Context: an optimization exercise on an open-source flow, tuned for small area, a short achievable clock period and few clock cycles. The choices shown serve that exercise and are no tape-out recipe. Only simulation tests tie the RTL to the original design; equivalence was not proved. No activity file was given, so power comes from the tool's default toggle rates.

## v6
Design mycpu_top, start of the top module:
module mycpu_top(
    input  wire        clk,
    input  wire        resetn,
    output wire        inst_sram_en,
    output wire [ 3:0] inst_sram_wen,
    output wire [31:0] inst_sram_addr,
    output wire [31:0] inst_sram_wdata,
    input  wire [31:0] inst_sram_rdata,
    output wire        data_sram_en,
    output wire [ 3:0] data_sram_wen,
    output wire [31:0] data_sram_addr,
    output wire [31:0] data_sram_wdata,
    input  wire [31:0] data_sram_rdata,
    output wire [31:0] debug_wb_pc,
    output wire [ 3:0] debug_wb_rf_wen,
    output wire [ 4:0] debug_wb_rf_wnum,
    output wire [31:0] debug_wb_rf_wdata
);
reg  [13:0] fe_pc;       
reg         id_valid;
reg  [13:0] id_pc;
reg         ex_valid;
reg  [13:0] ex_pc;
reg  [31:0] ex_a, ex_b;    
reg  [31:0] ex_sd;         
reg  [15:0] ex_imm;
reg         ex_la2, ex_la1, ex_lb2, ex_lb1;    
reg         ex_wr;
reg  [ 4:0] ex_dest;
reg         ex_load, ex_store;
  ...
For scale: ~8300 cells after synthesis, roughly 89000 µm² of cells after synthesis.
Settings: LEC_CHECK=0, CAP_MARGIN=20, CORE_MARGIN=2, CORE_UTILIZATION=40, SLEW_MARGIN=20; clock period 11.0 ns.
standard.sh (not shown) runs the stock make flow with config.mk's settings and CLKGATE_MAP_FILE= SYNTH_SCRIPT=/design/flow/synth_recipe.tcl, a recipe that flattens the netlist after the stock synthesis.
==> flow/flow/run.sh <==
#!/bin/bash
# The standard layout (standard.sh), with two knobs changed:
#  - port buffers are buf_8 cells instead of the default delay-cell buffers
set -euo pipefail
bash standard.sh "BUFFER_PORTS_ARGS=-buffer_cell sky130_fd_sc_hd__buf_8" \
    SETUP_SLACK_MARGIN=7.0 finish > make_finish.log 2>&1
Testbench counts of v6, summed over its fixed seeds: cycles 39,777.
Relative to v6, the following input files were edited for v7:
- CORE_UTILIZATION changed from 40 to 50
--- a/flow/flow/run.sh
+++ b/flow/flow/run.sh
@@ -4,3 +4,3 @@
 set -euo pipefail
 bash standard.sh "BUFFER_PORTS_ARGS=-buffer_cell sky130_fd_sc_hd__buf_8" \
-    SETUP_SLACK_MARGIN=7.0 finish > make_finish.log 2>&1
+    SETUP_SLACK_MARGIN=6.9 finish > make_finish.log 2>&1
- v6 and v7 all finish clean.
- The start-to-end type of the worst setup path comes out reg2reg in one run and in2reg in the other, namely in v6 and v7 respectively.
- Compared with v6, v7 shows number of vias per cell after detailed routing higher by 0.45.
- On clock buffer and inverter area fraction after layout, v6 and v7 are basically level.
- From v6 to v7 the numbers moved as follows: period utilization went up by 0.47 points; met2 wire length now sits lower; minimum setup slack in the final design now smaller; final critical delay including setup and external delays higher.


build 48:
Another version of the RTL of mycpu_top (not shown whole).
For scale: roughly 8400 cells after synthesis, about 280 I/O pins, roughly 0.088 sq mm of cells after synthesis.
==> flow/config.mk <==
export PLATFORM = sky130hd
export DESIGN_NAME = mycpu_top
export DESIGN_NICKNAME = mycpu_top
export VERILOG_FILES = /design/flow/design.v
export SDC_FILE = /design/flow/constraint.sdc
export NUM_CORES = 4
export LEC_CHECK = 0
export CAP_MARGIN = 10
export CORE_MARGIN = 2
export CORE_UTILIZATION = 50
export CTS_CLUSTER_DIAMETER = 100
export CTS_CLUSTER_SIZE = 18
export SLEW_MARGIN = 10
==> flow/constraint.sdc <==
create_clock -name core_clock -period 11.0 [get_ports {clk}]
set_input_delay 2.2000 -clock core_clock [delete_from_list [all_inputs] [get_ports {clk}]]
set_output_delay 2.2000 -clock core_clock [all_outputs]
set_load 0.01 [all_outputs]
==> flow/flow/run.sh <==
#!/bin/bash
# The standard layout (standard.sh), with two knobs changed:
#  - port buffers are buf_4 cells instead of the default delay-cell buffers
set -euo pipefail
bash standard.sh "BUFFER_PORTS_ARGS=-buffer_cell sky130_fd_sc_hd__buf_4" \
    SETUP_SLACK_MARGIN=6.8 finish > make_finish.log 2>&1
Testbench counts of build 48, summed over its fixed seeds: cycles 39,777.
The following lists how build 65 was set up differently from build 48:
diff --git a/flow/flow/run.sh b/flow/flow/run.sh
--- a/flow/flow/run.sh
+++ b/flow/flow/run.sh
@@ -4,3 +4,3 @@
 set -euo pipefail
 bash standard.sh "BUFFER_PORTS_ARGS=-buffer_cell sky130_fd_sc_hd__buf_4" \
-    SETUP_SLACK_MARGIN=6.8 finish > make_finish.log 2>&1
+    SETUP_SLACK_MARGIN=6.9 finish > make_finish.log 2>&1
diff --git a/flow/config.mk b/flow/config.mk
--- a/flow/config.mk
+++ b/flow/config.mk
@@ -8,5 +8,5 @@
 export CAP_MARGIN = 10
 export CORE_MARGIN = 2
-export CORE_UTILIZATION = 50
+export CORE_UTILIZATION = 45
 export CTS_CLUSTER_DIAMETER = 100
 export CTS_CLUSTER_SIZE = 18
Notes after the runs:
- The final layout from build 48, which completed every stage, passed the timing, DRC and antenna checks at the end of the flow.
- [build 65] flow finished | final checks: failed | reasons: slew limit
- Delta (build 65 minus build 48): standby leakage power saw an increase; worst hold slack saw an increase; net total in the final layout saw an increase.
#### Input delta (build 29 over build 65)
diff --git a/flow/flow/run.sh b/flow/flow/run.sh
--- a/flow/flow/run.sh
+++ b/flow/flow/run.sh
@@ -4,3 +4,3 @@
 set -euo pipefail
 bash standard.sh "BUFFER_PORTS_ARGS=-buffer_cell sky130_fd_sc_hd__buf_4" \
-    SETUP_SLACK_MARGIN=6.9 finish > make_finish.log 2>&1
+    SETUP_SLACK_MARGIN=6.8 finish > make_finish.log 2>&1
diff --git a/flow/config.mk b/flow/config.mk
--- a/flow/config.mk
+++ b/flow/config.mk
@@ -8,5 +8,5 @@
 export CAP_MARGIN = 10
 export CORE_MARGIN = 2
-export CORE_UTILIZATION = 45
+export CORE_UTILIZATION = 40
 export CTS_CLUSTER_DIAMETER = 100
 export CTS_CLUSTER_SIZE = 18
Notes after the runs:
- Every stage of the flow completed for build 29, and the final layout passed the timing, DRC and antenna checks.
- A capturing element of the worst setup path of ex_a[1]$_DFFE_PP_ is what build 65 shows, while ex_a[31]$_DFFE_PP_ belongs to build 29.
- From build 65 to build 29 the numbers moved as follows: clock network power has increased, fmax has decreased, worst setup margin has decreased.
Setup changes, build 29 to build 27
==> flow/flow/run.sh <==
#!/bin/bash
# The standard layout (standard.sh), with two knobs changed:
#  - port buffers are buf_8 cells instead of the default delay-cell buffers
set -euo pipefail
bash standard.sh "BUFFER_PORTS_ARGS=-buffer_cell sky130_fd_sc_hd__buf_8" \
    SETUP_SLACK_MARGIN=6.8 finish > make_finish.log 2>&1
diff --git a/flow/config.mk b/flow/config.mk
--- a/flow/config.mk
+++ b/flow/config.mk
@@ -9,5 +9,5 @@
 export CORE_MARGIN = 2
 export CORE_UTILIZATION = 40
-export CTS_CLUSTER_DIAMETER = 100
-export CTS_CLUSTER_SIZE = 18
+export CTS_CLUSTER_DIAMETER = 80
+export CTS_CLUSTER_SIZE = 22
 export SLEW_MARGIN = 10
## What came out
Data arrival at the endpoint of the critical path, build 27 and build 29, lower one = build 27.
Going from build 29 to build 27, non-clock buffer count shrank by a few percent.
Final area in build 27 is 1.4% above build 29.
| combinational fraction of design power | lower: build 27 |
Build 27 vs build 29: design internal power up in build 27

## afterwards: timing with drivers on the ports
Ports are ideal in the flow. The routed layouts listed here were re-timed in OpenROAD. Step 1: set_driving_cell puts a clkbuf_16 on clk and a buf_2 on each other input, an assumption about the parent block. Step 2 moves the port delays by t, midway between the first and last clock arrival at a register: inputs arrive t later, outputs are due t later. That takes back most of the time a late clock gives input paths. Slacks: no drivers / after step 1 / after step 2; pairs: no drivers / after step 1.
run	shift t [ns]	slack for setup (ns)	worst setup path at the end
v6	0.953	6.694 / 6.583 / 5.630	input to register
v7	0.911	6.643 / 6.562 / 5.651	input to register
build 48	0.883	6.552 / 6.499 / 5.616	input to register
build 65	0.899	6.594 / 6.439 / 5.540	input to register
build 29	0.888	6.527 / 6.363 / 5.474	input to register
build 27	0.907	6.571 / 6.420 / 5.513	input to register
The setup slack of v6, which loses most, moves by -0.111 ns with the drivers and by -1.064 ns with both steps.
